This is an optimization exercise on Yosys and OpenROAD, whose aim is small area, not a production implementation.
In this exercise RTL edits were held to simulation tests only and were not proved equivalent to the original.
Power and IR drop assume default switching activity.

## design/flow/config.mk

```make
export PLATFORM = sky130hd
export DESIGN_NAME = super_mario_music
export DESIGN_NICKNAME = super_mario_music
export VERILOG_FILES = /design/flow/design.v
export SDC_FILE = /design/flow/constraint.sdc
export NUM_CORES = 4
export LEC_CHECK = 0
export ABC_AREA = 1
export CAP_MARGIN = 20
export CORE_MARGIN = 2
export CORE_UTILIZATION = 40
export CTS_BUF_LIST = sky130_fd_sc_hd__clkbuf_4
export CTS_CLUSTER_DIAMETER = 500
export CTS_CLUSTER_SIZE = 64
export SLEW_MARGIN = 20
export SYNTH_MEMORY_MAX_BITS = 65536
```

## design/flow/constraint.sdc

```tcl
create_clock -name core_clock -period 125.0 [get_ports {clk_1MHz}]
set_input_delay 25.0000 -clock core_clock [delete_from_list [all_inputs] [get_ports {clk_1MHz}]]
set_output_delay 25.0000 -clock core_clock [all_outputs]
set_load 0.01 [all_outputs]
```

## design/flow/design.v

```verilog
module super_mario_music (
    input wire clk_1MHz,  
    input wire rst,
    output reg piezo      
);
    reg [6:0]  a;         
    reg [4:0]  p;         
    reg [4:0]  cnt;       
    reg [13:0] b;         
    reg [13:0] t0;        
    reg [15:0] tc;        
    wire [8:0] u_o;
    smm_u u_rom (.i(a), .o(u_o));
    wire [3:0] tcode = u_o[3:0];
    wire [3:0] dv    = u_o[7:4];
    wire       last  = u_o[8];
    wire [6:0] nstart;
    smm_p p_rom (.i(p), .o(nstart));
    wire [5:0] t_o;
    smm_t t_rom (.i({piezo, tcode, cnt}), .o(t_o));
    wire [6:0] dl;
    smm_d d_rom (.i(t0[12:5]), .o(dl));
    function [13:0] add14_4(input [13:0] x, input [3:0] y);
        integer i; reg c;
        begin
            c = 1'b0;
            for (i = 0; i < 14; i = i + 1) begin
                add14_4[i] = x[i] ^ (i < 4 ? y[i] : 1'b0) ^ c;
                c = (x[i] & (i < 4 ? y[i] : 1'b0)) | (c & (x[i] ^ (i < 4 ? y[i] : 1'b0)));
            end
        end
    endfunction
    function gt14(input [13:0] x, input [13:0] y);  
        integer i; reg g;
        begin
            g = 1'b0;
            for (i = 0; i < 14; i = i + 1)
                g = (x[i] & ~y[i]) | (~(x[i] ^ y[i]) & g);
            gt14 = g;
        end
    endfunction
    function [13:0] sub14_7(input [13:0] x, input [6:0] y);
        integer i; reg bw; reg yi;
        begin
            bw = 1'b0;
            for (i = 0; i < 14; i = i + 1) begin
                yi = (i < 7) ? y[i] : 1'b0;
                sub14_7[i] = x[i] ^ yi ^ bw;
                bw = (~x[i] & yi) | (bw & ~(x[i] ^ yi));
            end
        end
    endfunction
    function [6:0] inc7(input [6:0] x);
        integer i; reg c;
        begin
            c = 1'b1;
            for (i = 0; i < 7; i = i + 1) begin
                inc7[i] = x[i] ^ c;
                c = c & x[i];
            end
        end
    endfunction
    function [4:0] inc5(input [4:0] x);
        integer i; reg c;
        begin
            c = 1'b1;
            for (i = 0; i < 5; i = i + 1) begin
                inc5[i] = x[i] ^ c;
                c = c & x[i];
            end
        end
    endfunction
    wire [13:0] bn   = add14_4(b, dv);
    wire        nend = gt14(bn, t0);                    
    wire        tend = (tc == 16'd6656);               
    wire        inc  = tend & (t0 != 14'd6000);
    wire        fb   = tc[15] ^ tc[13] ^ tc[12] ^ tc[10] ^ tend;
    always @(posedge clk_1MHz or posedge rst) begin
        if (rst) begin
            a <= 7'd0; p <= 5'd0; cnt <= 5'd0; piezo <= 1'b0;
            b <= 14'd0; t0 <= 14'd12000; tc <= 16'd13312;
        end else begin
            cnt   <= t_o[4:0];
            piezo <= t_o[5];
            b     <= nend ? 14'd0 : bn;
            if (nend) begin
                if (last) begin
                    a <= nstart;
                    p <= (p == 5'd25) ? 5'd0 : inc5(p);
                end else begin
                    a <= inc7(a);
                end
            end
            t0 <= sub14_7(t0, inc ? dl : 7'd0);
            tc <= {tc[14:0], fb};
        end
    end
endmodule
module smm_u (
    input  wire [6:0] i,
    output wire [8:0] o
);
  wire new_n17, new_n18, new_n19, new_n20, new_n21, new_n22, new_n23,
  new_n24, new_n25, new_n26, new_n27, new_n28, new_n29, new_n30, new_n31,
  new_n32, new_n33, new_n34, new_n35, new_n36, new_n37, new_n38, new_n39,
  new_n40, new_n41, new_n42, new_n43, new_n44, new_n45, new_n46, new_n47,
  new_n48, new_n49, new_n50, new_n51, new_n52, new_n53, new_n54, new_n55,
  new_n56, new_n57, new_n58, new_n59, new_n60, new_n61, new_n62, new_n63,
  new_n65, new_n66, new_n67, new_n68, new_n69, new_n70, new_n71, new_n72,
  new_n73, new_n74, new_n75, new_n76, new_n77, new_n78, new_n79, new_n80,
  new_n81, new_n82, new_n83, new_n84, new_n85, new_n86, new_n87, new_n88,
  new_n89, new_n90, new_n91, new_n92, new_n93, new_n94, new_n95, new_n96,
  new_n97, new_n98, new_n99, new_n100, new_n101, new_n102, new_n103,
  new_n104, new_n105, new_n106, new_n107, new_n108, new_n109, new_n110,
  new_n111, new_n112, new_n113, new_n114, new_n115, new_n116, new_n117,
  new_n118, new_n119, new_n120, new_n121, new_n122, new_n123, new_n124,
  new_n125, new_n126, new_n127, new_n129, new_n130, new_n131, new_n132,
  new_n133, new_n134, new_n135, new_n136, new_n137, new_n138, new_n139,
  new_n140, new_n141, new_n142, new_n143, new_n144, new_n145, new_n146,
  new_n148, new_n149, new_n150, new_n151, new_n152, new_n153, new_n154,
  new_n155, new_n156, new_n157, new_n158, new_n159, new_n160, new_n161,
  new_n162, new_n163, new_n164, new_n165, new_n166, new_n167, new_n168,
  new_n169, new_n170, new_n171, new_n173, new_n174, new_n175, new_n176,
  new_n177, new_n178, new_n179, new_n180, new_n181, new_n182, new_n183,
  new_n184, new_n185, new_n186, new_n187, new_n188, new_n189, new_n190,
  new_n191, new_n192, new_n193, new_n194, new_n195, new_n196, new_n197,
  new_n198, new_n199, new_n200, new_n202, new_n203, new_n206, new_n207,
  new_n208, new_n209, new_n210, new_n211, new_n212, new_n213, new_n214,
  new_n215, new_n217, new_n218, new_n219, new_n220, new_n221;
  assign new_n17 = ~i[0] & i[1];
  assign new_n18 = i[5] & new_n17;
  assign new_n19 = i[0] & i[3];
  assign new_n20 = ~i[0] & ~i[2];
  assign new_n21 = ~new_n19 & ~new_n20;
  assign new_n22 = i[4] & ~new_n21;
  assign new_n23 = i[3] & ~new_n22;
  assign new_n24 = ~i[0] & i[5];
  assign new_n25 = ~i[3] & i[4];
  assign new_n26 = i[1] & ~new_n25;
  assign new_n27 = i[2] & ~new_n26;
  assign new_n28 = ~new_n24 & ~new_n27;
  assign new_n29 = ~new_n23 & new_n28;
  assign new_n30 = i[3] & ~i[4];
  assign new_n31 = i[0] & i[1];
  assign new_n32 = new_n30 & ~new_n31;
  assign new_n33 = i[6] & ~new_n32;
  assign new_n34 = ~new_n29 & new_n33;
  assign new_n35 = ~i[4] & ~i[6];
  assign new_n36 = ~i[1] & ~i[3];
  assign new_n37 = ~i[2] & new_n36;
  assign new_n38 = ~i[2] & i[5];
  assign new_n39 = ~i[1] & ~new_n38;
  assign new_n40 = ~new_n20 & ~new_n39;
  assign new_n41 = ~new_n37 & ~new_n40;
  assign new_n42 = new_n35 & ~new_n41;
  assign new_n43 = i[1] & i[3];
  assign new_n44 = new_n42 & ~new_n43;
  assign new_n45 = i[6] & new_n38;
  assign new_n46 = new_n31 & new_n45;
  assign new_n47 = i[0] & i[2];
  assign new_n48 = ~new_n20 & ~new_n47;
  assign new_n49 = ~i[0] & ~i[6];
  assign new_n50 = ~i[4] & ~i[5];
  assign new_n51 = i[1] & new_n50;
  assign new_n52 = ~new_n49 & new_n51;
  assign new_n53 = ~new_n48 & new_n52;
  assign new_n54 = ~new_n46 & ~new_n53;
  assign new_n55 = ~new_n36 & new_n48;
  assign new_n56 = i[4] & i[5];
  assign new_n57 = ~i[2] & i[3];
  assign new_n58 = new_n56 & ~new_n57;
  assign new_n59 = i[4] & ~i[6];
  assign new_n60 = ~new_n58 & new_n59;
  assign new_n61 = ~new_n55 & new_n60;
  assign new_n62 = new_n54 & ~new_n61;
  assign new_n63 = ~new_n44 & new_n62;
  assign o[1] = new_n34 | ~new_n63;
  assign new_n65 = ~i[2] & i[4];
  assign new_n66 = o[1] & ~new_n65;
  assign new_n67 = i[5] & new_n31;
  assign new_n68 = ~i[5] & ~i[6];
  assign new_n69 = i[0] & ~i[1];
  assign new_n70 = new_n68 & new_n69;
  assign new_n71 = ~new_n67 & ~new_n70;
  assign new_n72 = ~o[1] & new_n71;
  assign new_n73 = ~i[3] & ~new_n72;
  assign new_n74 = ~new_n66 & new_n73;
  assign new_n75 = ~new_n18 & ~new_n74;
  assign new_n76 = ~new_n17 & ~new_n69;
  assign new_n77 = ~new_n68 & ~new_n76;
  assign new_n78 = new_n31 & new_n68;
  assign new_n79 = ~new_n77 & ~new_n78;
  assign new_n80 = i[3] & ~new_n79;
  assign new_n81 = ~i[3] & new_n67;
  assign new_n82 = i[1] & i[4];
  assign new_n83 = new_n49 & new_n82;
  assign new_n84 = ~new_n81 & ~new_n83;
  assign new_n85 = ~new_n80 & new_n84;
  assign new_n86 = ~new_n75 & new_n85;
  assign new_n87 = i[1] & i[5];
  assign new_n88 = i[0] & ~new_n87;
  assign new_n89 = ~new_n25 & ~new_n88;
  assign new_n90 = ~i[1] & ~i[2];
  assign new_n91 = ~new_n87 & ~new_n90;
  assign new_n92 = new_n32 & new_n91;
  assign new_n93 = i[6] & ~new_n92;
  assign new_n94 = ~i[5] & ~new_n69;
  assign new_n95 = new_n25 & new_n94;
  assign new_n96 = ~new_n93 & ~new_n95;
  assign new_n97 = ~new_n89 & ~new_n96;
  assign new_n98 = ~new_n86 & ~new_n97;
  assign new_n99 = i[2] & ~new_n98;
  assign new_n100 = ~i[2] & ~new_n85;
  assign new_n101 = ~new_n99 & ~new_n100;
  assign new_n102 = ~new_n19 & ~new_n24;
  assign new_n103 = ~new_n47 & new_n102;
  assign new_n104 = new_n42 & new_n103;
  assign new_n105 = ~i[0] & new_n56;
  assign new_n106 = ~new_n104 & ~new_n105;
  assign new_n107 = new_n101 & new_n106;
  assign new_n108 = ~new_n24 & ~new_n82;
  assign new_n109 = i[3] & ~new_n108;
  assign new_n110 = ~i[2] & ~i[3];
  assign new_n111 = new_n50 & new_n110;
  assign new_n112 = ~new_n36 & ~new_n111;
  assign new_n113 = ~i[0] & ~new_n112;
  assign new_n114 = ~new_n109 & ~new_n113;
  assign new_n115 = new_n58 & new_n114;
  assign new_n116 = ~new_n50 & ~new_n115;
  assign new_n117 = ~i[1] & ~i[5];
  assign new_n118 = new_n19 & ~new_n117;
  assign new_n119 = i[2] & i[3];
  assign new_n120 = ~new_n18 & ~new_n119;
  assign new_n121 = i[2] & new_n30;
  assign new_n122 = ~new_n120 & ~new_n121;
  assign new_n123 = ~new_n118 & ~new_n122;
  assign new_n124 = ~i[6] & ~new_n123;
  assign new_n125 = ~new_n116 & new_n124;
  assign new_n126 = i[6] & ~new_n114;
  assign new_n127 = ~new_n125 & ~new_n126;
  assign o[0] = ~new_n107 | ~new_n127;
  assign new_n129 = new_n82 & new_n101;
  assign new_n130 = new_n124 & ~new_n129;
  assign new_n131 = i[2] & ~new_n25;
  assign new_n132 = ~i[1] & ~new_n131;
  assign new_n133 = i[5] & new_n110;
  assign new_n134 = ~new_n132 & ~new_n133;
  assign new_n135 = i[6] & ~new_n134;
  assign new_n136 = i[0] & ~new_n50;
  assign new_n137 = ~new_n58 & ~new_n136;
  assign new_n138 = ~new_n135 & new_n137;
  assign new_n139 = i[2] & i[6];
  assign new_n140 = ~new_n69 & new_n139;
  assign new_n141 = new_n136 & ~new_n140;
  assign new_n142 = ~i[0] & new_n50;
  assign new_n143 = new_n114 & new_n142;
  assign new_n144 = ~new_n141 & ~new_n143;
  assign new_n145 = ~new_n138 & new_n144;
  assign new_n146 = ~new_n74 & ~new_n145;
  assign o[2] = new_n130 | ~new_n146;
  assign new_n148 = new_n31 & new_n110;
  assign new_n149 = ~new_n35 & ~new_n148;
  assign new_n150 = i[2] & new_n19;
  assign new_n151 = ~i[4] & ~new_n150;
  assign new_n152 = ~new_n149 & new_n151;
  assign new_n153 = i[0] & ~i[2];
  assign new_n154 = new_n117 & new_n153;
  assign new_n155 = i[2] & ~i[5];
  assign new_n156 = ~new_n154 & ~new_n155;
  assign new_n157 = new_n152 & ~new_n156;
  assign new_n158 = ~i[6] & ~new_n65;
  assign new_n159 = new_n87 & ~new_n158;
  assign new_n160 = ~new_n61 & new_n159;
  assign new_n161 = ~new_n157 & ~new_n160;
  assign new_n162 = i[3] & ~new_n161;
  assign new_n163 = new_n25 & new_n153;
  assign new_n164 = ~new_n96 & new_n163;
  assign new_n165 = i[5] & new_n47;
  assign new_n166 = new_n152 & new_n165;
  assign new_n167 = ~new_n38 & ~new_n121;
  assign new_n168 = i[6] & new_n69;
  assign new_n169 = ~new_n167 & new_n168;
  assign new_n170 = ~new_n166 & ~new_n169;
  assign new_n171 = ~new_n164 & new_n170;
  assign o[3] = new_n162 | ~new_n171;
  assign new_n173 = i[1] & ~i[5];
  assign new_n174 = ~new_n36 & ~new_n173;
  assign new_n175 = ~new_n139 & ~new_n174;
  assign new_n176 = ~i[0] & ~new_n175;
  assign new_n177 = ~new_n78 & ~new_n176;
  assign new_n178 = i[4] & ~new_n177;
  assign new_n179 = ~i[4] & new_n153;
  assign new_n180 = new_n82 & new_n155;
  assign new_n181 = ~new_n25 & ~new_n180;
  assign new_n182 = ~new_n179 & new_n181;
  assign new_n183 = new_n93 & new_n182;
  assign new_n184 = ~new_n154 & ~new_n183;
  assign new_n185 = ~new_n178 & new_n184;
  assign new_n186 = new_n85 & ~new_n117;
  assign new_n187 = new_n185 & ~new_n186;
  assign new_n188 = new_n149 & ~new_n187;
  assign new_n189 = new_n20 & new_n114;
  assign new_n190 = new_n54 & new_n152;
  assign new_n191 = ~new_n189 & new_n190;
  assign new_n192 = ~new_n188 & ~new_n191;
  assign new_n193 = i[2] & new_n174;
  assign new_n194 = ~new_n22 & ~new_n165;
  assign new_n195 = ~new_n193 & new_n194;
  assign new_n196 = new_n93 & ~new_n195;
  assign new_n197 = ~new_n17 & new_n155;
  assign new_n198 = new_n30 & new_n91;
  assign new_n199 = ~new_n197 & new_n198;
  assign new_n200 = ~new_n196 & ~new_n199;
  assign o[6] = new_n192 | ~new_n200;
  assign new_n202 = ~new_n36 & o[6];
  assign new_n203 = new_n158 & ~new_n202;
  assign o[7] = ~new_n185 | new_n203;
  assign o[4] = new_n111 & ~o[7];
  assign new_n206 = new_n69 & ~new_n139;
  assign new_n207 = ~new_n140 & ~new_n206;
  assign new_n208 = ~i[3] & ~new_n207;
  assign new_n209 = ~o[7] & new_n208;
  assign new_n210 = ~new_n71 & ~new_n123;
  assign new_n211 = ~new_n203 & new_n210;
  assign new_n212 = new_n37 & new_n56;
  assign new_n213 = new_n42 & new_n199;
  assign new_n214 = ~new_n212 & ~new_n213;
  assign new_n215 = ~new_n211 & new_n214;
  assign o[5] = new_n209 | ~new_n215;
  assign new_n217 = new_n17 & new_n30;
  assign new_n218 = new_n107 & new_n217;
  assign new_n219 = ~new_n211 & ~new_n218;
  assign new_n220 = ~new_n42 & ~new_n219;
  assign new_n221 = ~o[4] & ~new_n209;
  assign o[8] = new_n220 | ~new_n221;
endmodule
module smm_p (
    input  wire [4:0] i,
    output wire [6:0] o
);
  wire new_n13, new_n14, new_n15, new_n16, new_n17, new_n18, new_n19,
  new_n20, new_n21, new_n22, new_n23, new_n24, new_n25, new_n26, new_n27,
  new_n28, new_n29, new_n30, new_n32, new_n33, new_n34, new_n35, new_n36,
  new_n37, new_n38, new_n39, new_n40, new_n41, new_n43, new_n44, new_n45,
  new_n46, new_n48, new_n49, new_n50, new_n51, new_n54, new_n56;
  assign new_n13 = ~i[2] & i[4];
  assign new_n14 = ~i[3] & ~new_n13;
  assign new_n15 = i[0] & ~new_n14;
  assign new_n16 = ~i[0] & i[2];
  assign new_n17 = ~i[3] & new_n16;
  assign new_n18 = ~new_n15 & ~new_n17;
  assign new_n19 = ~i[0] & i[4];
  assign new_n20 = ~i[3] & ~new_n19;
  assign new_n21 = ~new_n18 & new_n20;
  assign new_n22 = i[0] & i[2];
  assign new_n23 = ~i[4] & new_n22;
  assign new_n24 = ~new_n13 & ~new_n23;
  assign new_n25 = i[1] & ~i[4];
  assign new_n26 = ~i[1] & i[4];
  assign new_n27 = ~new_n25 & ~new_n26;
  assign new_n28 = ~new_n24 & new_n27;
  assign new_n29 = i[3] & new_n19;
  assign new_n30 = ~new_n28 & ~new_n29;
  assign o[5] = new_n21 | ~new_n30;
  assign new_n32 = i[2] & ~o[5];
  assign new_n33 = ~i[1] & ~i[2];
  assign new_n34 = ~i[3] & ~new_n33;
  assign new_n35 = ~new_n32 & new_n34;
  assign new_n36 = ~i[3] & new_n23;
  assign new_n37 = new_n19 & ~new_n33;
  assign new_n38 = ~new_n36 & ~new_n37;
  assign new_n39 = ~new_n13 & ~new_n25;
  assign new_n40 = i[0] & i[3];
  assign new_n41 = ~new_n39 & new_n40;
  assign o[1] = new_n38 & ~new_n41;
  assign new_n43 = ~i[1] & i[3];
  assign new_n44 = ~new_n24 & new_n43;
  assign new_n45 = ~new_n21 & ~new_n44;
  assign new_n46 = o[1] & new_n45;
  assign o[0] = ~new_n35 & new_n46;
  assign new_n48 = ~new_n27 & ~new_n38;
  assign new_n49 = ~new_n18 & ~new_n48;
  assign new_n50 = ~i[3] & i[4];
  assign new_n51 = new_n33 & ~new_n50;
  assign o[2] = ~new_n49 & ~new_n51;
  assign o[3] = new_n45 & ~new_n48;
  assign new_n54 = i[1] & ~new_n18;
  assign o[4] = new_n35 | new_n54;
  assign new_n56 = ~new_n19 & new_n51;
  assign o[6] = ~new_n35 & ~new_n56;
endmodule
module smm_t (
    input  wire [9:0] i,
    output wire [5:0] o
);
  wire new_n17, new_n18, new_n19, new_n20, new_n21, new_n22, new_n23,
  new_n24, new_n25, new_n26, new_n27, new_n28, new_n29, new_n30, new_n31,
  new_n32, new_n33, new_n34, new_n35, new_n36, new_n37, new_n38, new_n39,
  new_n40, new_n41, new_n42, new_n43, new_n44, new_n45, new_n46, new_n47,
  new_n48, new_n49, new_n50, new_n51, new_n52, new_n53, new_n54, new_n55,
  new_n56, new_n57, new_n58, new_n59, new_n60, new_n61, new_n62, new_n63,
  new_n64, new_n65, new_n66, new_n67, new_n68, new_n69, new_n71, new_n72,
  new_n73, new_n74, new_n75, new_n76, new_n77, new_n78, new_n79, new_n80,
  new_n81, new_n82, new_n83, new_n84, new_n85, new_n86, new_n87, new_n89,
  new_n90, new_n91, new_n92, new_n93, new_n94, new_n95, new_n96, new_n97,
  new_n98, new_n99, new_n100, new_n102, new_n103, new_n104, new_n105,
  new_n106, new_n108, new_n109, new_n110, new_n111, new_n113, new_n114,
  new_n115, new_n116, new_n117;
  assign new_n17 = ~i[7] & ~i[8];
  assign new_n18 = ~i[5] & ~i[6];
  assign new_n19 = new_n17 & new_n18;
  assign new_n20 = i[0] & new_n19;
  assign new_n21 = ~i[0] & ~i[1];
  assign new_n22 = i[5] & new_n21;
  assign new_n23 = new_n17 & ~new_n22;
  assign new_n24 = ~i[3] & ~i[4];
  assign new_n25 = i[3] & i[8];
  assign new_n26 = i[3] & i[7];
  assign new_n27 = new_n22 & new_n26;
  assign new_n28 = ~new_n25 & ~new_n27;
  assign new_n29 = ~i[2] & ~new_n28;
  assign new_n30 = ~new_n24 & ~new_n29;
  assign new_n31 = ~new_n23 & ~new_n30;
  assign new_n32 = i[0] & i[1];
  assign new_n33 = i[2] & i[5];
  assign new_n34 = ~i[4] & ~new_n33;
  assign new_n35 = new_n32 & ~new_n34;
  assign new_n36 = i[4] & i[5];
  assign new_n37 = i[8] & ~new_n36;
  assign new_n38 = ~new_n35 & new_n37;
  assign new_n39 = ~i[0] & new_n25;
  assign new_n40 = ~i[2] & new_n24;
  assign new_n41 = ~new_n39 & ~new_n40;
  assign new_n42 = ~new_n38 & new_n41;
  assign new_n43 = i[5] & ~new_n42;
  assign new_n44 = ~new_n31 & ~new_n43;
  assign new_n45 = i[6] & ~new_n38;
  assign new_n46 = ~i[7] & ~new_n45;
  assign new_n47 = i[1] & ~i[5];
  assign new_n48 = ~new_n32 & ~new_n47;
  assign new_n49 = ~i[7] & ~new_n48;
  assign new_n50 = new_n24 & ~new_n49;
  assign new_n51 = ~i[2] & ~i[4];
  assign new_n52 = i[7] & new_n48;
  assign new_n53 = i[3] & ~new_n52;
  assign new_n54 = new_n51 & ~new_n53;
  assign new_n55 = ~new_n50 & ~new_n54;
  assign new_n56 = ~new_n46 & new_n55;
  assign new_n57 = ~i[2] & new_n26;
  assign new_n58 = ~i[1] & new_n57;
  assign new_n59 = i[8] & ~new_n32;
  assign new_n60 = ~new_n25 & ~new_n59;
  assign new_n61 = ~new_n58 & new_n60;
  assign new_n62 = new_n56 & new_n61;
  assign new_n63 = i[6] & ~new_n62;
  assign new_n64 = new_n44 & ~new_n63;
  assign new_n65 = i[2] & ~i[6];
  assign new_n66 = i[8] & ~new_n65;
  assign new_n67 = i[4] & ~new_n66;
  assign new_n68 = ~i[0] & ~new_n67;
  assign new_n69 = ~new_n64 & new_n68;
  assign o[0] = new_n20 | new_n69;
  assign new_n71 = ~new_n22 & new_n26;
  assign new_n72 = ~i[4] & ~new_n44;
  assign new_n73 = i[8] & ~new_n72;
  assign new_n74 = ~new_n71 & ~new_n73;
  assign new_n75 = ~i[6] & ~new_n74;
  assign new_n76 = ~new_n64 & ~new_n75;
  assign new_n77 = ~new_n33 & ~new_n51;
  assign new_n78 = i[8] & ~new_n77;
  assign new_n79 = ~i[1] & ~new_n78;
  assign new_n80 = ~new_n76 & new_n79;
  assign new_n81 = i[6] & ~new_n47;
  assign new_n82 = ~new_n32 & new_n57;
  assign new_n83 = new_n81 & new_n82;
  assign new_n84 = i[1] & ~new_n19;
  assign new_n85 = ~new_n83 & new_n84;
  assign new_n86 = ~new_n69 & new_n85;
  assign new_n87 = ~new_n21 & ~new_n86;
  assign o[1] = ~new_n80 & new_n87;
  assign new_n89 = new_n32 & new_n51;
  assign new_n90 = ~new_n64 & new_n89;
  assign new_n91 = ~new_n18 & new_n59;
  assign new_n92 = ~new_n19 & ~new_n91;
  assign new_n93 = i[2] & ~new_n92;
  assign new_n94 = ~i[7] & ~new_n18;
  assign new_n95 = ~new_n21 & new_n94;
  assign new_n96 = ~new_n81 & new_n95;
  assign new_n97 = i[2] & ~i[3];
  assign new_n98 = ~new_n32 & new_n97;
  assign new_n99 = ~new_n96 & new_n98;
  assign new_n100 = ~new_n93 & ~new_n99;
  assign o[2] = new_n90 | ~new_n100;
  assign new_n102 = i[3] & ~new_n92;
  assign new_n103 = ~new_n17 & new_n32;
  assign new_n104 = new_n97 & new_n103;
  assign new_n105 = ~new_n83 & ~new_n104;
  assign new_n106 = ~new_n29 & new_n105;
  assign o[3] = new_n102 | ~new_n106;
  assign new_n108 = i[6] & new_n25;
  assign new_n109 = ~o[3] & new_n108;
  assign new_n110 = i[4] & ~new_n92;
  assign new_n111 = ~new_n75 & new_n110;
  assign o[4] = new_n109 | new_n111;
  assign new_n113 = i[9] & ~new_n64;
  assign new_n114 = i[5] & new_n64;
  assign new_n115 = ~new_n56 & ~new_n114;
  assign new_n116 = ~new_n75 & new_n115;
  assign new_n117 = ~i[9] & ~new_n116;
  assign o[5] = new_n113 | new_n117;
endmodule
module smm_d (
    input  wire [7:0] i,
    output wire [6:0] o
);
  wire new_n16, new_n17, new_n18, new_n19, new_n20, new_n21, new_n22,
  new_n23, new_n24, new_n25, new_n26, new_n27, new_n28, new_n29, new_n30,
  new_n31, new_n32, new_n33, new_n34, new_n35, new_n36, new_n37, new_n38,
  new_n39, new_n40, new_n41, new_n42, new_n43, new_n44, new_n45, new_n46,
  new_n47, new_n48, new_n49, new_n50, new_n51, new_n52, new_n53, new_n54,
  new_n55, new_n56, new_n57, new_n58, new_n59, new_n60, new_n61, new_n62,
  new_n63, new_n64, new_n65, new_n66, new_n67, new_n68, new_n69, new_n70,
  new_n71, new_n72, new_n73, new_n75, new_n76, new_n77, new_n78, new_n79,
  new_n80, new_n81, new_n82, new_n83, new_n84, new_n85, new_n86, new_n87,
  new_n88, new_n89, new_n90, new_n91, new_n92, new_n93, new_n94, new_n95,
  new_n96, new_n97, new_n98, new_n100, new_n101, new_n102, new_n103,
  new_n104, new_n105, new_n106, new_n107, new_n108, new_n109, new_n110,
  new_n111, new_n112, new_n113, new_n114, new_n115, new_n116, new_n117,
  new_n118, new_n119, new_n120, new_n121, new_n122, new_n123, new_n124,
  new_n126, new_n127, new_n128, new_n129, new_n130, new_n131, new_n132,
  new_n133, new_n134, new_n135, new_n136, new_n138, new_n139, new_n140,
  new_n141, new_n142, new_n143, new_n144, new_n145, new_n147, new_n148,
  new_n149;
  assign new_n16 = ~i[0] & ~i[2];
  assign new_n17 = ~i[6] & new_n16;
  assign new_n18 = ~i[2] & ~i[4];
  assign new_n19 = i[7] & new_n18;
  assign new_n20 = ~new_n17 & ~new_n19;
  assign new_n21 = i[3] & ~new_n20;
  assign new_n22 = ~i[0] & ~new_n21;
  assign new_n23 = ~i[5] & ~new_n22;
  assign new_n24 = ~i[1] & ~i[2];
  assign new_n25 = ~i[0] & ~i[3];
  assign new_n26 = new_n24 & new_n25;
  assign new_n27 = i[6] & new_n26;
  assign new_n28 = ~i[6] & i[7];
  assign new_n29 = i[5] & ~new_n28;
  assign new_n30 = i[2] & i[6];
  assign new_n31 = ~new_n29 & ~new_n30;
  assign new_n32 = i[4] & ~new_n31;
  assign new_n33 = ~new_n27 & ~new_n32;
  assign new_n34 = ~new_n23 & new_n33;
  assign new_n35 = ~i[6] & new_n25;
  assign new_n36 = i[3] & ~i[5];
  assign new_n37 = i[7] & new_n36;
  assign new_n38 = ~new_n35 & ~new_n37;
  assign new_n39 = i[4] & ~new_n38;
  assign new_n40 = ~i[2] & new_n39;
  assign new_n41 = i[1] & i[7];
  assign new_n42 = new_n18 & new_n41;
  assign new_n43 = i[2] & ~i[3];
  assign new_n44 = i[5] & i[6];
  assign new_n45 = i[0] & ~new_n44;
  assign new_n46 = ~new_n43 & new_n45;
  assign new_n47 = ~new_n42 & new_n46;
  assign new_n48 = ~new_n40 & new_n47;
  assign new_n49 = ~new_n34 & ~new_n48;
  assign new_n50 = ~i[1] & i[7];
  assign new_n51 = ~i[3] & ~new_n50;
  assign new_n52 = ~i[4] & ~i[5];
  assign new_n53 = ~i[6] & new_n24;
  assign new_n54 = i[0] & ~i[1];
  assign new_n55 = ~i[4] & new_n54;
  assign new_n56 = i[3] & ~new_n55;
  assign new_n57 = ~new_n53 & new_n56;
  assign new_n58 = ~new_n52 & ~new_n57;
  assign new_n59 = ~i[0] & ~i[1];
  assign new_n60 = ~new_n41 & ~new_n59;
  assign new_n61 = ~i[0] & ~i[4];
  assign new_n62 = new_n60 & new_n61;
  assign new_n63 = i[1] & new_n18;
  assign new_n64 = i[5] & new_n41;
  assign new_n65 = ~new_n17 & ~new_n64;
  assign new_n66 = ~new_n63 & new_n65;
  assign new_n67 = ~new_n62 & new_n66;
  assign new_n68 = ~new_n58 & new_n67;
  assign new_n69 = ~new_n51 & ~new_n68;
  assign new_n70 = ~i[2] & i[5];
  assign new_n71 = ~i[6] & ~new_n70;
  assign new_n72 = new_n29 & new_n71;
  assign new_n73 = ~new_n69 & ~new_n72;
  assign o[0] = new_n49 | ~new_n73;
  assign new_n75 = ~i[0] & new_n50;
  assign new_n76 = i[2] & ~new_n75;
  assign new_n77 = ~new_n27 & ~new_n76;
  assign new_n78 = i[6] & ~i[7];
  assign new_n79 = ~i[4] & ~new_n78;
  assign new_n80 = i[1] & ~new_n79;
  assign new_n81 = i[0] & i[7];
  assign new_n82 = ~new_n52 & ~new_n81;
  assign new_n83 = ~new_n80 & new_n82;
  assign new_n84 = i[7] & new_n52;
  assign new_n85 = ~new_n25 & new_n84;
  assign new_n86 = ~new_n83 & ~new_n85;
  assign new_n87 = ~new_n77 & new_n86;
  assign new_n88 = ~new_n30 & ~new_n41;
  assign new_n89 = ~i[3] & ~new_n88;
  assign new_n90 = new_n36 & new_n60;
  assign new_n91 = ~new_n89 & ~new_n90;
  assign new_n92 = i[4] & ~new_n91;
  assign new_n93 = i[4] & i[7];
  assign new_n94 = i[5] & new_n24;
  assign new_n95 = ~new_n93 & new_n94;
  assign new_n96 = ~new_n28 & ~new_n95;
  assign new_n97 = ~new_n21 & new_n96;
  assign new_n98 = ~new_n92 & new_n97;
  assign o[1] = new_n87 | ~new_n98;
  assign new_n100 = ~i[3] & ~i[5];
  assign new_n101 = ~new_n93 & new_n100;
  assign new_n102 = ~new_n37 & ~new_n101;
  assign new_n103 = ~new_n27 & ~new_n102;
  assign new_n104 = i[3] & ~new_n50;
  assign new_n105 = ~i[2] & i[6];
  assign new_n106 = new_n104 & ~new_n105;
  assign new_n107 = ~i[4] & new_n30;
  assign new_n108 = ~i[3] & ~new_n53;
  assign new_n109 = ~new_n107 & new_n108;
  assign new_n110 = ~new_n106 & ~new_n109;
  assign new_n111 = i[4] & new_n78;
  assign new_n112 = ~new_n42 & ~new_n100;
  assign new_n113 = ~new_n111 & new_n112;
  assign new_n114 = ~new_n110 & new_n113;
  assign new_n115 = ~new_n103 & ~new_n114;
  assign new_n116 = i[2] & i[3];
  assign new_n117 = i[6] & ~new_n52;
  assign new_n118 = new_n116 & ~new_n117;
  assign new_n119 = ~i[6] & new_n52;
  assign new_n120 = i[4] & i[5];
  assign new_n121 = i[3] & new_n120;
  assign new_n122 = ~new_n119 & ~new_n121;
  assign new_n123 = i[0] & ~new_n122;
  assign new_n124 = ~new_n118 & ~new_n123;
  assign o[2] = new_n115 | ~new_n124;
  assign new_n126 = ~new_n54 & new_n116;
  assign new_n127 = new_n44 & ~new_n126;
  assign new_n128 = i[7] & new_n26;
  assign new_n129 = ~new_n71 & ~new_n128;
  assign new_n130 = ~new_n127 & new_n129;
  assign new_n131 = ~i[4] & ~new_n130;
  assign new_n132 = ~i[7] & new_n18;
  assign new_n133 = ~new_n25 & new_n132;
  assign new_n134 = ~new_n28 & ~new_n62;
  assign new_n135 = ~new_n133 & new_n134;
  assign new_n136 = ~new_n39 & new_n135;
  assign o[3] = new_n131 | ~new_n136;
  assign new_n138 = i[7] & ~new_n26;
  assign new_n139 = new_n52 & ~new_n138;
  assign new_n140 = i[1] & ~i[5];
  assign new_n141 = new_n30 & ~new_n140;
  assign new_n142 = new_n104 & new_n141;
  assign new_n143 = ~i[7] & new_n25;
  assign new_n144 = new_n120 & ~new_n143;
  assign new_n145 = ~new_n142 & ~new_n144;
  assign o[4] = new_n139 | ~new_n145;
  assign new_n147 = i[4] & ~new_n43;
  assign new_n148 = new_n138 & ~new_n147;
  assign new_n149 = ~new_n117 & ~new_n119;
  assign o[5] = new_n148 | ~new_n149;
  assign o[6] = ~i[7] & ~new_n119;
endmodule
```

## design/flow/run.sh

```bash
#!/bin/bash
# synth_recipe.tcl (not shown) runs the flow's synth.tcl, then flattens the netlist and writes it again
# the make line also repeats each setting of config.mk as NAME=value (left out here)
make -C /OpenROAD-flow-scripts/flow DESIGN_CONFIG=/design/flow/config.mk WORK_HOME=/design/flow/orfs CLKGATE_MAP_FILE= SYNTH_SCRIPT=/design/flow/synth_recipe.tcl finish
```

==> results.sh, run 1 <==
export IMPL_outcome="complete, no violations"
export IMPL_worst_slack_ns=98.67
export IMPL_layout_common_cells="nand2_1, inv_1, nor2_1"
export IMPL_grt_max_degree=63
export IMPL_cp_num_buf_inv=1
export IMPL_drtIter0Drc=395
export IMPL_antenna_found_initial=0
export IMPL_std_cell_rows=40
export IMPL_synth_area_leaders="dfrtp_1, ha_1, nand2_1"
export IMPL_num_io_pins=3
export IMPL_worst_r2r_setup_slack_ns=117.70
export IMPL_cts_resized=0
export IMPL_finalCriticalPeriod_ns=26.33
export IMPL_num_fill_cells=1223
export IMPL_synth_distinct_cells=54
export IMPL_synth_ff_type="dfrtp_1"
export IMPL_critical_path_top_delay_family="buffers and inverters"
export IMPL_rsz0062_at_grt="false"
export IMPL_leakage_nw=2.79
export IMPL_cp_arrival_ns=1.33
export IMPL_tightest_slew_ns=0.901
export IMPL_hold_start="tc[4]"
export IMPL_port_buffers=2
export IMPL_track_usage_pct=18.2
export IMPL_tritoncts="built"
export IMPL_powerDensity_nw_per_um2=7.21
export IMPL_num_vias=4491
export IMPL_syn_nets=740
export IMPL_clockBufferDepth=2
export IMPL_fin_util_pct=44.0
export IMPL_grt_pass1_wl_um=19600
export IMPL_detail_route_first_pass_iterations=7
export IMPL_root_buffer="clkbuf_4"
export IMPL_post_cts_buffers=0
export IMPL_synth_cells=682
export IMPL_yosysTopAreaCellShare_pct=25.9
export IMPL_crit_required_ns=100.00
export IMPL_drv_cap=0
export IMPL_ir_worst_vdd_uv=5.72
export IMPL_path_max_fanout=3
export IMPL_avgRoutedWirePerCell_um=13.2
export IMPL_layout_commonest_cell="nand2_1"
export IMPL_path_cells="clkdlybuf4s50_1"
export IMPL_hpwl_um=8410
export IMPL_synth_seq_cells=62
export IMPL_cts_buffers=9
export IMPL_die_area_sq_um=13500
export IMPL_start_util_pct=41.3
export IMPL_die_x_um=116
export IMPL_insertedDiodeCount=0
export IMPL_die_h_um=116
export IMPL_clk_pin_slew_ns=0.11
export IMPL_hold_depth=0
export IMPL_dp_cells=837
export IMPL_drc_errors=0
export IMPL_fmax_ghz=0.0380
export IMPL_start_kind="flip-flop"
export IMPL_place_area_sq_um=5160
export IMPL_finalHoldViolations=0
export IMPL_grt_pass1_vias=4181
export IMPL_crit_path_end_kind="output port"
export IMPL_slowest_stage="clkdlybuf4s50_1"
export IMPL_final_area_sq_um=5350
export IMPL_clk_latency_ns=0.42
export IMPL_holdPathEnd="tc[5]"
export IMPL_regToRegStartpoint="a[3]"
export IMPL_postSynthAreaPerCell_sq_um=7.37
export IMPL_slew_limit_headroom_pct=39.8
export IMPL_netlist_area_sq_um=5030
export IMPL_slew_violations=0
export IMPL_viasPerCell=5.26
export IMPL_async_flop_share_pct=100
export IMPL_hp_class="flip-flop to flip-flop"
export IMPL_grt_ovfl_total=0
export IMPL_antenna_left=0
export IMPL_ff2ff_path_depth=35
export IMPL_synth_edff_count=0
export IMPL_core_area_sq_um=12200
export IMPL_num_nets_final=738
export IMPL_fin_tns_setup_ns=0
export IMPL_synth_warnings=1
export IMPL_area_growth_pct=6.37
export IMPL_synth_area_leader_cell="dfrtp_1"
export IMPL_r2r_end="p[3]"
export IMPL_fin_crit_sh_pct=21.1
export IMPL_finalWirelength_um=11200
export IMPL_dp_slack_ns=98.87
export IMPL_path_class="flip-flop to output port"
export IMPL_gp_congestion=0.990
export IMPL_ctsHoldBuffers=0
export IMPL_h_tree_depth=3
export IMPL_fin_cells=853
export IMPL_critical_path_depth=1
export IMPL_setup_viol=0
export IMPL_cts_sinks=62
export IMPL_critPathMaxStageDelay_ns=0.54
export IMPL_ys_seq_area_share_pct=31.1
export IMPL_fin_worst_skew_ns=0.0120
export IMPL_drive_gt1_share_pct=10.2
[layer usage]
metal	global-route usage, %	wire length (um)
met5	0	0
met4	6.11	292
met3	3.74	775
met2	28.7	5140
met1	25.1	5030
[final cells by class]
| type | count | area, sq um | area share, % |
|---|---|---|---|
| flip-flops and latches | 62 | 1560 | 29.2 |
| clock buffers | 9 | 67.6 | 1.26 |
| inverters | 124 | 465 | 8.70 |
| well taps | 168 | 210 | 3.93 |
| repair buffers | 3 | 27.5 | 0.515 |
| clock inverters | 7 | 123 | 2.29 |
| multi-input cells | 480 | 2890 | 54.1 |
[cells by family after synthesis]
group	Yosys count	share of synthesized area (%)
AND/OR/NAND/NOR	308	28.2
AO/OA/AOI/OAI	111	13.2
flip-flops	62	31.1
XOR/XNOR	5	0.871
adder cells (fa/ha/maj)	56	15.3
buffers and inverters	140	11.4
[how the worst max path moves through the flow]
stage                     startpoint    end  slack [ns]
final                          piezo  piezo       98.67
after global routing           piezo  piezo       98.58
after CTS                      piezo  piezo       98.62
after detailed placement         rst  piezo       98.87
after global placement           rst  tc[9]       98.86
after floorplan                  rst   a[0]       98.48
[cell usage after synthesis, types with 2 or more instances]
cell and count:
dfstp_2 10, dfrtp_1 52, clkbuf_1 6, o211ai_1 7, fa_1 9, xor2_1 4
inv_2 5, a32o_1 2, nand3b_1 2, o22ai_1 3, nor2_1 66, nor4_1 7
o21ai_1 6, nor2_2 3, a31oi_1 3, a21oi_1 30, o31ai_1 2, nor3_1 9
nand2_2 13, clkinv_1 2, nand2_1 154, nand4_1 12, o21ai_2 2, buf_2 2
o311ai_0 2, nand3_1 26, buf_6 5, nand3_2 6, o21ai_0 40, nand3_4 2
ha_1 47, nand2_4 3, buf_4 2, inv_1 117, nor3_2 2
[registers in the layout, indices dropped and copies added (netlist names)]
name	count
piezo	1
b	14
p	5
cnt	5
t0	14
a	7
tc	16
[stage by stage]
stage                     power (mW)  hold slack (ns)
after floorplan               0.0207            0.354
after global placement        0.0209            0.363
after detailed placement      0.0209            0.365
after CTS                     0.0394            0.385
after global routing          0.0403            0.389
final                         0.0386            0.388
[power by group]
| group | switching [mW] | internal, mW |
|---|---|---|
| registers | 0 | 0.0201 |
| clock network | 0.00793 | 0.0102 |
| logic | 0.000376 | 0.0000506 |
==> inputs of run 2 (changes only) <==
--- a/design/flow/config.mk
+++ b/design/flow/config.mk
@@ -8,9 +8,9 @@
 export ABC_AREA = 1
 export CAP_MARGIN = 20
 export CORE_MARGIN = 2
-export CORE_UTILIZATION = 40
-export CTS_BUF_LIST = sky130_fd_sc_hd__clkbuf_4
+export CORE_UTILIZATION = 70
+export CTS_BUF_LIST = sky130_fd_sc_hd__clkbuf_8
 export CTS_CLUSTER_DIAMETER = 500
-export CTS_CLUSTER_SIZE = 64
+export CTS_CLUSTER_SIZE = 100
 export SLEW_MARGIN = 20
 export SYNTH_MEMORY_MAX_BITS = 65536
==> results.sh, run 2 <==
export IMPL_outcome="complete, no violations"
export IMPL_antenna_found_initial=0
export IMPL_fin_tns_setup_ns=0
export IMPL_synth_ff_type="dfrtp_1"
export IMPL_dp_slack_ns=98.90
export IMPL_grt_pass1_wl_um=19700
export IMPL_synth_edff_count=0
export IMPL_fin_worst_skew_ns=0.00516
export IMPL_regToRegStartpoint="a[3]"
export IMPL_critical_path_depth=1
export IMPL_ys_seq_area_share_pct=31.1
export IMPL_largest_reg_flops=16
export IMPL_synthTopCellsByCount="nand2_1, inv_1, nor2_1"
export IMPL_slew_limit_headroom_pct=39.9
export IMPL_setup_viol=0
export IMPL_cp_num_buf_inv=1
export IMPL_antenna_left=0
export IMPL_path_max_fanout=3
export IMPL_synth_warnings=1
export IMPL_grt_pass1_vias=4331
export IMPL_worst_slack_ns=98.76
export IMPL_detail_route_first_pass_iterations=5
export IMPL_crit_required_ns=100.00
export IMPL_tritoncts="built"
export IMPL_synth_cells=682
export IMPL_synth_distinct_cells=54
export IMPL_crit_path_end_kind="output port"
export IMPL_startpoint="piezo"
export IMPL_rsz0062_at_grt="false"
export IMPL_finalCriticalPeriod_ns=26.24
export IMPL_grt_ovfl_total=0
export IMPL_hold_depth=0
export IMPL_start_util_pct=73.2
export IMPL_yosysTopAreaCellShare_pct=25.9
export IMPL_port_buffers=2
export IMPL_h_tree_depth=3
export IMPL_postSynthAreaPerCell_sq_um=7.37
export IMPL_ff2ff_path_depth=35
export IMPL_start_kind="flip-flop"
export IMPL_critical_path_top_delay_family="buffers and inverters"
export IMPL_syn_nets=740
export IMPL_synth_seq_cells=62
export IMPL_r2r_end="p[2]"
export IMPL_cp_arrival_ns=1.24
export IMPL_final_area_sq_um=5260
export IMPL_track_usage_pct=32.0
export IMPL_holdPathEnd="tc[4]"
export IMPL_use_met2_pct=50.7
export IMPL_clockBufferDepth=2
export IMPL_ir_worst_vdd_uv=6.29
export IMPL_grt_max_degree=63
export IMPL_finalPower_mw=0.0374
export IMPL_critPathMaxStageDelay_ns=0.55
export IMPL_netlist_area_sq_um=5030
export IMPL_clk_pin_slew_ns=0.07
export IMPL_num_fill_cells=503
export IMPL_area_growth_pct=4.55
export IMPL_place_area_sq_um=5070
export IMPL_slew_violations=0
export IMPL_worst_r2r_setup_slack_ns=117.59
export IMPL_drc_errors=0
export IMPL_path_cells="clkdlybuf4s50_1"
export IMPL_clk_latency_ns=0.33
export IMPL_met1_usage_pct=44.1
export IMPL_hp_class="flip-flop to flip-flop"
export IMPL_avgRoutedWirePerCell_um=14.8
export IMPL_num_vias=4642
export IMPL_layout_common_cells="nand2_1, inv_1, nor2_1"
export IMPL_drtIter0Drc=410
export IMPL_insertedDiodeCount=0
export IMPL_synth_area_leaders="dfrtp_1, ha_1, nand2_1"
export IMPL_finalWirelength_um=11600
export IMPL_viasPerCell=5.94
export IMPL_cts_buffers=9
export IMPL_top_register="tc"
export IMPL_powerDensity_nw_per_um2=7.11
export IMPL_num_io_pins=3
export IMPL_core_area_sq_um=6870
export IMPL_ctsHoldBuffers=0
export IMPL_fmax_ghz=0.0381
export IMPL_async_flop_share_pct=100
export IMPL_num_nets_final=738
export IMPL_die_x_um=88.8
export IMPL_leakage_nw=2.80
export IMPL_drv_cap=0
export IMPL_synth_area_leader_cell="dfrtp_1"
export IMPL_use_met3_pct=5.60
export IMPL_hold_start="tc[3]"
export IMPL_root_buffer="clkbuf_8"
export IMPL_top_regs="tc: 16 flops, b: 14 flops, t0: 14 flops"
export IMPL_path_class="flip-flop to output port"
export IMPL_cts_sinks=62
export IMPL_layout_commonest_cell="nand2_1"
export IMPL_tightest_slew_ns=0.899
export IMPL_post_cts_buffers=0
export IMPL_busiest_layer="met2"
export IMPL_slowest_stage="clkdlybuf4s50_1"
export IMPL_fin_crit_sh_pct=21.0
export IMPL_hpwl_um=8480
export IMPL_die_h_um=88.8
export IMPL_synth_most_common_cell="nand2_1"
export IMPL_drive_gt1_share_pct=10.1
export IMPL_std_cell_rows=30
export IMPL_finalHoldViolations=0
export IMPL_cts_resized=0
export IMPL_gp_congestion=0.969
export IMPL_die_area_sq_um=7880
[run 2: cell count changes in the layout (fill, tap and decap cells not counted)]
cell	delta
bufinv_16	-2
clkbuf_4	-9
clkbuf_8	+9
clkinv_2	+3
clkinv_4	-2
clkinvlp_4	-1
inv_1	+1
inv_6	+1
[run 2: kinds of logic after synthesis]
kind of cell | after synthesis | synth area share (%)
buffers and inverters | 140 | 11.4
DFF | 62 | 31.1
and+or+nand+nor | 308 | 28.2
xor gates and xnor gates | 5 | 0.871
adders and majority gates | 56 | 15.3
AOI/OAI and AO/OA | 111 | 13.2
[run 2: area by class of cell]
cell class | count | area (sq um) | area share (%)
clock buffers | 9 | 124 | 2.36
clock inverters | 7 | 65.1 | 1.24
inverters | 124 | 465 | 8.85
multi-input cells | 480 | 2890 | 55.0
flip-flops and latches | 62 | 1560 | 29.7
well taps | 96 | 120 | 2.28
repair buffers | 3 | 27.5 | 0.524
[run 2: per-stage QoR]
stage | util, % | hold slack, ns | std cells
after floorplan | - | 0.354 | 682
after global placement | 73.8 | 0.358 | 765
after detailed placement | 73.8 | 0.365 | 765
after CTS | 76.5 | 0.376 | 781
after global routing | 76.5 | 0.380 | 781
final | 76.5 | 0.375 | 781
[run 2: metal layers]
metal  wire length (um)  share of wire (%)
met4                291                2.5
met1               4920                 43
met3               1030                8.9
met2               5330                 46
met5                  0                  0
[run 2: how the worst max path moves through the flow]
| stage | endpoint |
|---|---|
| after floorplan | a[0] |
| after global placement | tc[0] |
| after detailed placement | piezo |
| after CTS | piezo |
| after global routing | piezo |
| final | piezo |
[run 2: power breakdown]
group	total, mW	internal (mW)	switching [mW]
Sequential	0.0201	0.0201	0
Clock	0.0169	0.00909	0.00779
Combinational	0.000425	0.0000506	0.000372
==> inputs of run 3 (changes only) <==
==> design/flow/flow/run.sh (new file) <==
#!/bin/bash
# standard layout, full log kept in the work folder
bash standard.sh > standard.log 2>&1
==> design/flow/standard.sh (new file) <==
#!/bin/bash
# synth_recipe.tcl (not shown) runs the flow's synth.tcl, then flattens the netlist and writes it again
# the make line also repeats each setting of config.mk as NAME=value (left out here)
make -C /OpenROAD-flow-scripts/flow DESIGN_CONFIG=/design/flow/config.mk WORK_HOME=/design/flow/orfs CLKGATE_MAP_FILE= SYNTH_SCRIPT=/design/flow/synth_recipe.tcl "${@:-finish}"
--- a/design/flow/config.mk
+++ b/design/flow/config.mk
@@ -8,9 +8,6 @@
 export ABC_AREA = 1
 export CAP_MARGIN = 20
 export CORE_MARGIN = 2
-export CORE_UTILIZATION = 70
-export CTS_BUF_LIST = sky130_fd_sc_hd__clkbuf_8
-export CTS_CLUSTER_DIAMETER = 500
-export CTS_CLUSTER_SIZE = 100
+export CORE_UTILIZATION = 40
 export SLEW_MARGIN = 20
 export SYNTH_MEMORY_MAX_BITS = 65536
removed: design/flow/run.sh
==> results.sh, run 3 <==
export IMPL_layout_commonest_cell="nand2_1"
export IMPL_tritoncts="built"
export IMPL_setup_viol=0
export IMPL_synth_simple_gate_area_share_pct=28.2
export IMPL_grt_pass1_vias=4202
export IMPL_start_kind="flip-flop"
export IMPL_dp_slack_ns=98.87
export IMPL_gp_congestion=0.990
export IMPL_slew_violations=0
export IMPL_leakage_nw=2.86
export IMPL_num_nets_final=738
export IMPL_ir_worst_vdd_uv=8.54
export IMPL_finalHoldViolations=0
export IMPL_worst_slack_ns=98.78
export IMPL_synthAdderAreaFrac_pct=15.3
export IMPL_core_area_sq_um=12200
export IMPL_cts_sinks=62
export IMPL_outcome="complete, no violations"
export IMPL_use_met3_pct=3.89
export IMPL_num_fill_cells=1200
export IMPL_yosysTopAreaCellShare_pct=25.9
export IMPL_drc_errors=0
export IMPL_power_frac_comb_pct=0.9
export IMPL_rsz0062_at_grt="false"
export IMPL_path_cells="clkdlybuf4s50_1"
export IMPL_viasPerCell=5.27
export IMPL_layout_common_cells="nand2_1, inv_1, nor2_1"
export IMPL_hpwl_um=8410
export IMPL_async_flop_share_pct=100
export IMPL_synth_seq_cells=62
export IMPL_switchingPower_mw=0.00963
export IMPL_drv_cap=0
export IMPL_slew_limit_headroom_pct=39.4
export IMPL_die_h_um=116
export IMPL_root_buffer="clkbuf_16"
export IMPL_critical_path_top_delay_family="buffers and inverters"
export IMPL_intPower_mw=0.0397
export IMPL_grt_max_degree=63
export IMPL_start_util_pct=41.3
export IMPL_multiInputGateArea_sq_um=2890
export IMPL_synth_area_leaders="dfrtp_1, ha_1, nand2_1"
export IMPL_powerDensity_nw_per_um2=8.95
export IMPL_synth_cells=682
export IMPL_path_max_fanout=3
export IMPL_die_area_sq_um=13500
export IMPL_dp_cells=837
export IMPL_critPathMaxStageDelay_ns=0.54
export IMPL_synth_mux_area_share_pct=0
export IMPL_synth_warnings=1
export IMPL_synth_ff_type="dfrtp_1"
export IMPL_cts_buffers=9
export IMPL_cp_arrival_ns=1.22
export IMPL_path_class="flip-flop to output port"
export IMPL_fin_cells=853
export IMPL_power_frac_seq_pct=40.8
export IMPL_ctsHoldBuffers=0
export IMPL_die_x_um=116
export IMPL_post_cts_buffers=0
export IMPL_synth_top_family_by_area="simple AND/OR/NAND/NOR gates"
export IMPL_largest_reg_flops=16
export IMPL_seqCellArea_sq_um=1560
export IMPL_top_register="tc"
export IMPL_synth_distinct_cells=54
export IMPL_num_io_pins=3
export IMPL_num_vias=4496
export IMPL_netlist_area_sq_um=5030
export IMPL_p_clk_share_pct=58.4
export IMPL_fmax_ghz=0.0381
export IMPL_grt_pass1_wl_um=19800
export IMPL_finalPower_mw=0.0493
export IMPL_synth_area_leader_cell="dfrtp_1"
export IMPL_cts_resized=0
export IMPL_top_regs="tc: 16 flops, b: 14 flops, t0: 14 flops"
export IMPL_synth_edff_count=0
export IMPL_fin_crit_sh_pct=21.0
export IMPL_synth_xor_area_share_pct=0.871
export IMPL_met1_usage_pct=25.3
export IMPL_finalWirelength_um=11400
export IMPL_synthTopCellsByCount="nand2_1, inv_1, nor2_1"
export IMPL_detail_route_first_pass_iterations=5
export IMPL_drive_gt1_share_pct=10.2
export IMPL_slowest_stage="clkdlybuf4s50_1"
export IMPL_clk_latency_ns=0.33
export IMPL_drtIter0Drc=378
export IMPL_postSynthAreaPerCell_sq_um=7.37
export IMPL_cp_num_buf_inv=1
export IMPL_clockBufferDepth=2
export IMPL_fin_worst_skew_ns=0.00599
export IMPL_busiest_layer="met2"
export IMPL_hp_class="flip-flop to flip-flop"
export IMPL_insertedDiodeCount=0
export IMPL_area_growth_pct=9.50
export IMPL_track_usage_pct=18.4
export IMPL_synth_most_common_cell="nand2_1"
export IMPL_port_buffers=2
export IMPL_tightest_slew_ns=0.907
export IMPL_antenna_found_initial=0
export IMPL_h_tree_depth=3
export IMPL_fin_tns_setup_ns=0
export IMPL_syn_nets=740
export IMPL_grt_ovfl_total=0
export IMPL_antenna_left=0
export IMPL_synth_compound_area_share_pct=13.2
export IMPL_swShare_pct=19.5
export IMPL_std_cell_rows=40
export IMPL_use_met2_pct=29.0
export IMPL_ys_seq_area_share_pct=31.1
export IMPL_avgRoutedWirePerCell_um=13.4
export IMPL_crit_required_ns=100.00
export IMPL_clk_pin_slew_ns=0.05
export IMPL_crit_path_end_kind="output port"
export IMPL_finalCriticalPeriod_ns=26.22
run 3: cell count changes in the layout (fill, tap and decap cells not counted):
cell        change
inv_1           -1
bufinv_16       +2
clkinvlp_4      +1
clkinv_4        +2
clkinv_2        -3
clkbuf_16       +9
inv_6           -1
clkbuf_8        -9
run 3: power by group through the flow:
stage	logic, mW	clock network [mW]	registers [mW]
detailed placement	0.000469	0	0.0204
CTS	0.000469	0.0295	0.0201
global route	0.000529	0.0305	0.0201
finish	0.000428	0.0288	0.0201
floorplan	0.000292	0	0.0204
global placement	0.000470	0	0.0204
run 3: metrics by stage:
stage	util (%)	instance area, sq um	hold WS [ns]
floorplan	-	5030	0.354
global placement	42.4	5160	0.363
detailed placement	42.4	5160	0.365
CTS	45.3	5510	0.379
global route	45.3	5510	0.382
finish	45.3	5510	0.376
run 3: metal layers:
| metal | part of all wire (%) | up-vias |
|---|---|---|
| met2 | 46 | 186 |
| met4 | 2.4 | 0 |
| met5 | 0 | - |
| li1 | - | 2215 |
| met1 | 45 | 2070 |
| met3 | 6.4 | 25 |
run 3: path summary, 6_finish.rpt:
check | start | endpoint | slack [ns] | cells past startpoint
setup / recovery | piezo | piezo | 98.78 | 1
hold / removal | tc[4] | tc[5] | 0.38 | 0
setup reg to reg | a[3] | p[3] | 117.70 | 35
hold reg to reg | tc[4] | tc[5] | 0.38 | 0
max in group asynchronous | rst | cnt[1] | 99.28 | 3
min in group asynchronous | rst | b[11] | 25.21 | 3
run 3: cell families after synthesis:
kind of cell | count (synthesis)
compound gates | 111
xor+xnor | 5
fa+ha+maj | 56
buf+inv | 140
flops | 62
simple gates | 308
run 3: final cells by class:
class,instances,area share (%)
Inverter,124,8.45
Clock inverter,7,2.23
Tap cell,168,3.82
Sequential cell,62,28.4
Clock buffer,9,4.09
Multi-Input combinational cell,480,52.5
Timing Repair Buffer,3,0.500
==> inputs of run 4 (changes only) <==
==> design/flow/run.sh (new file) <==
#!/bin/bash
# synth_recipe.tcl (not shown) runs the flow's synth.tcl, then flattens the netlist and writes it again
# the make line also repeats each setting of config.mk as NAME=value (left out here)
make -C /OpenROAD-flow-scripts/flow DESIGN_CONFIG=/design/flow/config.mk WORK_HOME=/design/flow/orfs CLKGATE_MAP_FILE= SYNTH_SCRIPT=/design/flow/synth_recipe.tcl finish
removed: design/flow/flow/run.sh
removed: design/flow/standard.sh
==> results.sh, run 4 <==
export IMPL_outcome="complete, no violations"
export IMPL_synth_simple_gate_area_share_pct=28.2
export IMPL_synth_area_leaders="dfrtp_1, ha_1, nand2_1"
export IMPL_layout_common_cells="nand2_1, inv_1, nor2_1"
export IMPL_dp_slack_ns=98.87
export IMPL_finalHoldViolations=0
export IMPL_die_area_sq_um=13500
export IMPL_synth_seq_cells=62
export IMPL_cp_arrival_ns=1.22
export IMPL_cts_buffers=9
export IMPL_ctsHoldBuffers=0
export IMPL_critPathMaxStageDelay_ns=0.54
export IMPL_path_max_fanout=3
export IMPL_h_tree_depth=3
export IMPL_track_usage_pct=18.4
export IMPL_drtIter0Drc=378
export IMPL_die_x_um=116
export IMPL_async_flop_share_pct=100
export IMPL_slew_violations=0
export IMPL_synth_mux_area_share_pct=0
export IMPL_synth_edff_count=0
export IMPL_synthTopCellsByCount="nand2_1, inv_1, nor2_1"
export IMPL_synth_cells=682
export IMPL_netlist_area_sq_um=5030
export IMPL_synth_area_leader_cell="dfrtp_1"
export IMPL_grt_max_degree=63
export IMPL_largest_reg_flops=16
export IMPL_fin_crit_sh_pct=21.0
export IMPL_hpwl_um=8410
export IMPL_insertedDiodeCount=0
export IMPL_tightest_slew_ns=0.907
export IMPL_finalCriticalPeriod_ns=26.22
export IMPL_num_nets_final=738
export IMPL_clk_pin_slew_ns=0.05
export IMPL_cts_sinks=62
export IMPL_finalWirelength_um=11400
export IMPL_gp_congestion=0.990
export IMPL_setup_viol=0
export IMPL_slew_limit_headroom_pct=39.4
export IMPL_tritoncts="built"
export IMPL_drc_errors=0
export IMPL_start_kind="flip-flop"
export IMPL_cp_num_buf_inv=1
export IMPL_rsz0062_at_grt="false"
export IMPL_num_io_pins=3
export IMPL_viasPerCell=5.27
export IMPL_area_growth_pct=9.50
export IMPL_leakage_nw=2.86
export IMPL_place_area_sq_um=5160
export IMPL_top_regs="tc: 16 flops, b: 14 flops, t0: 14 flops"
export IMPL_std_cell_rows=40
export IMPL_synth_distinct_cells=54
export IMPL_antenna_left=0
export IMPL_powerDensity_nw_per_um2=8.95
export IMPL_path_class="flip-flop to output port"
export IMPL_grt_pass1_vias=4202
export IMPL_synth_xor_area_share_pct=0.871
export IMPL_critical_path_top_delay_family="buffers and inverters"
export IMPL_drv_cap=0
export IMPL_hp_class="flip-flop to flip-flop"
export IMPL_ff2ff_path_depth=35
export IMPL_detail_route_first_pass_iterations=5
export IMPL_avgRoutedWirePerCell_um=13.4
export IMPL_worst_r2r_setup_slack_ns=117.70
export IMPL_num_vias=4496
export IMPL_path_cells="clkdlybuf4s50_1"
export IMPL_start_util_pct=41.3
export IMPL_critical_path_depth=1
export IMPL_slowest_stage="clkdlybuf4s50_1"
export IMPL_cts_resized=0
export IMPL_synth_warnings=1
export IMPL_top_register="tc"
export IMPL_core_area_sq_um=12200
export IMPL_ir_worst_vdd_uv=8.54
export IMPL_syn_nets=740
export IMPL_synthAdderAreaFrac_pct=15.3
export IMPL_final_area_sq_um=5510
export IMPL_synth_most_common_cell="nand2_1"
export IMPL_port_buffers=2
export IMPL_crit_path_end_kind="output port"
export IMPL_grt_ovfl_total=0
export IMPL_grt_pass1_wl_um=19800
export IMPL_post_cts_buffers=0
export IMPL_die_h_um=116
export IMPL_ys_seq_area_share_pct=31.1
export IMPL_root_buffer="clkbuf_16"
export IMPL_layout_commonest_cell="nand2_1"
export IMPL_hold_depth=0
export IMPL_postSynthAreaPerCell_sq_um=7.37
export IMPL_synth_compound_area_share_pct=13.2
export IMPL_synth_top_family_by_area="simple AND/OR/NAND/NOR gates"
export IMPL_finalPower_mw=0.0493
export IMPL_crit_required_ns=100.00
export IMPL_yosysTopAreaCellShare_pct=25.9
export IMPL_clockBufferDepth=2
export IMPL_fin_tns_setup_ns=0
export IMPL_drive_gt1_share_pct=10.2
export IMPL_synth_ff_type="dfrtp_1"
export IMPL_antenna_found_initial=0
export IMPL_fin_worst_skew_ns=0.00599
export IMPL_worst_slack_ns=98.78
export IMPL_fmax_ghz=0.0381
export IMPL_clk_latency_ns=0.33
[run 4: cell counts in the layout (fill, tap and decap cells not counted)]
Identical to the previous run, type by type.
[run 4: report_power, final]
group          total, mW  switching [mW]  leakage (nW)  internal [mW]
Sequential        0.0201               0         0.789         0.0201
Clock             0.0288         0.00925         0.162         0.0195
Combinational   0.000428        0.000376          1.91      0.0000506
[run 4: final timing paths]
check	from	endpoint
setup / recovery	piezo	piezo
min in group asynchronous	rst	b[11]
setup reg to reg	a[3]	p[3]
max in group asynchronous	rst	cnt[1]
hold reg to reg	tc[4]	tc[5]
hold / removal	tc[4]	tc[5]
[run 4: area by class of cell]
type,count,area (sq um)
flip-flops and latches,62,1560
inverters,124,465
clock buffers,9,225
fillers,1200,6660
well taps,168,210
multi-input cells,480,2890
clock inverters,7,123
repair buffers,3,27.5
[run 4: kinds of logic (layout without fill, tap and decap cells)]
kind of cell | Yosys count | in the layout
adder cells (fa/ha/maj) | 56 | 56
XOR/XNOR | 5 | 5
flip-flops | 62 | 62
buffers and inverters | 140 | 143
AO/OA/AOI/OAI | 111 | 111
AND/OR/NAND/NOR | 308 | 308
[run 4: per-stage QoR]
| step | cells | util, % | hold WS [ns] |
|---|---|---|---|
| 4_1_cts | 853 | 45.3 | 0.379 |
| 2_1_floorplan | 682 | - | 0.354 |
| 3_5_place_dp | 837 | 42.4 | 0.365 |
| 6_report | 853 | 45.3 | 0.376 |
| 3_3_place_gp | 837 | 42.4 | 0.363 |
| 5_1_grt | 853 | 45.3 | 0.382 |
[run 4: routing by layer]
metal	vias up	GRT usage, %	wire length, um	part of all wire (%)
li1	2215	-	-	-
met1	2070	25.3	5160	45
met2	186	29.0	5250	46
met3	25	3.89	732	6.4
met4	0	6.35	274	2.4
met5	-	0	0	0

-- what the ideal ports hide --
In the flow no input, the clock included, has a driving cell. The finished layouts below were timed again as built, in two steps. Step 1 (the two cells are an assumption about what drives the block):
set clk [get_ports {clk_1MHz}]
set_driving_cell -lib_cell sky130_fd_sc_hd__clkbuf_16 $clk
set_driving_cell -lib_cell sky130_fd_sc_hd__buf_2 [delete_from_list [all_inputs] $clk]
Step 2 times the ports against the registers' clock, not the clock port: input delays grow and output delays shrink by t, the midpoint of the rising clock arrivals with the driver on. a / b / c = no drivers / after step 1 / after step 2; a / b = the first two.
run | t, ns | slack for setup (ns) | hold slack, ns
run 1 | 0.447 | 98.671 / 98.641 / 98.951 | 0.388 / 0.388 / 0.388
run 2 | 0.365 | 98.760 / 98.725 / 98.941 | 0.375 / 0.375 / 0.375
run 3 | 0.366 | 98.778 / 98.740 / 98.934 | 0.376 / 0.376 / 0.376
run 4 | 0.366 | 98.778 / 98.740 / 98.934 | 0.376 / 0.376 / 0.376
After both steps setup and hold are still met in every run listed. The worst setup slack also covers recovery checks on asynchronous resets.
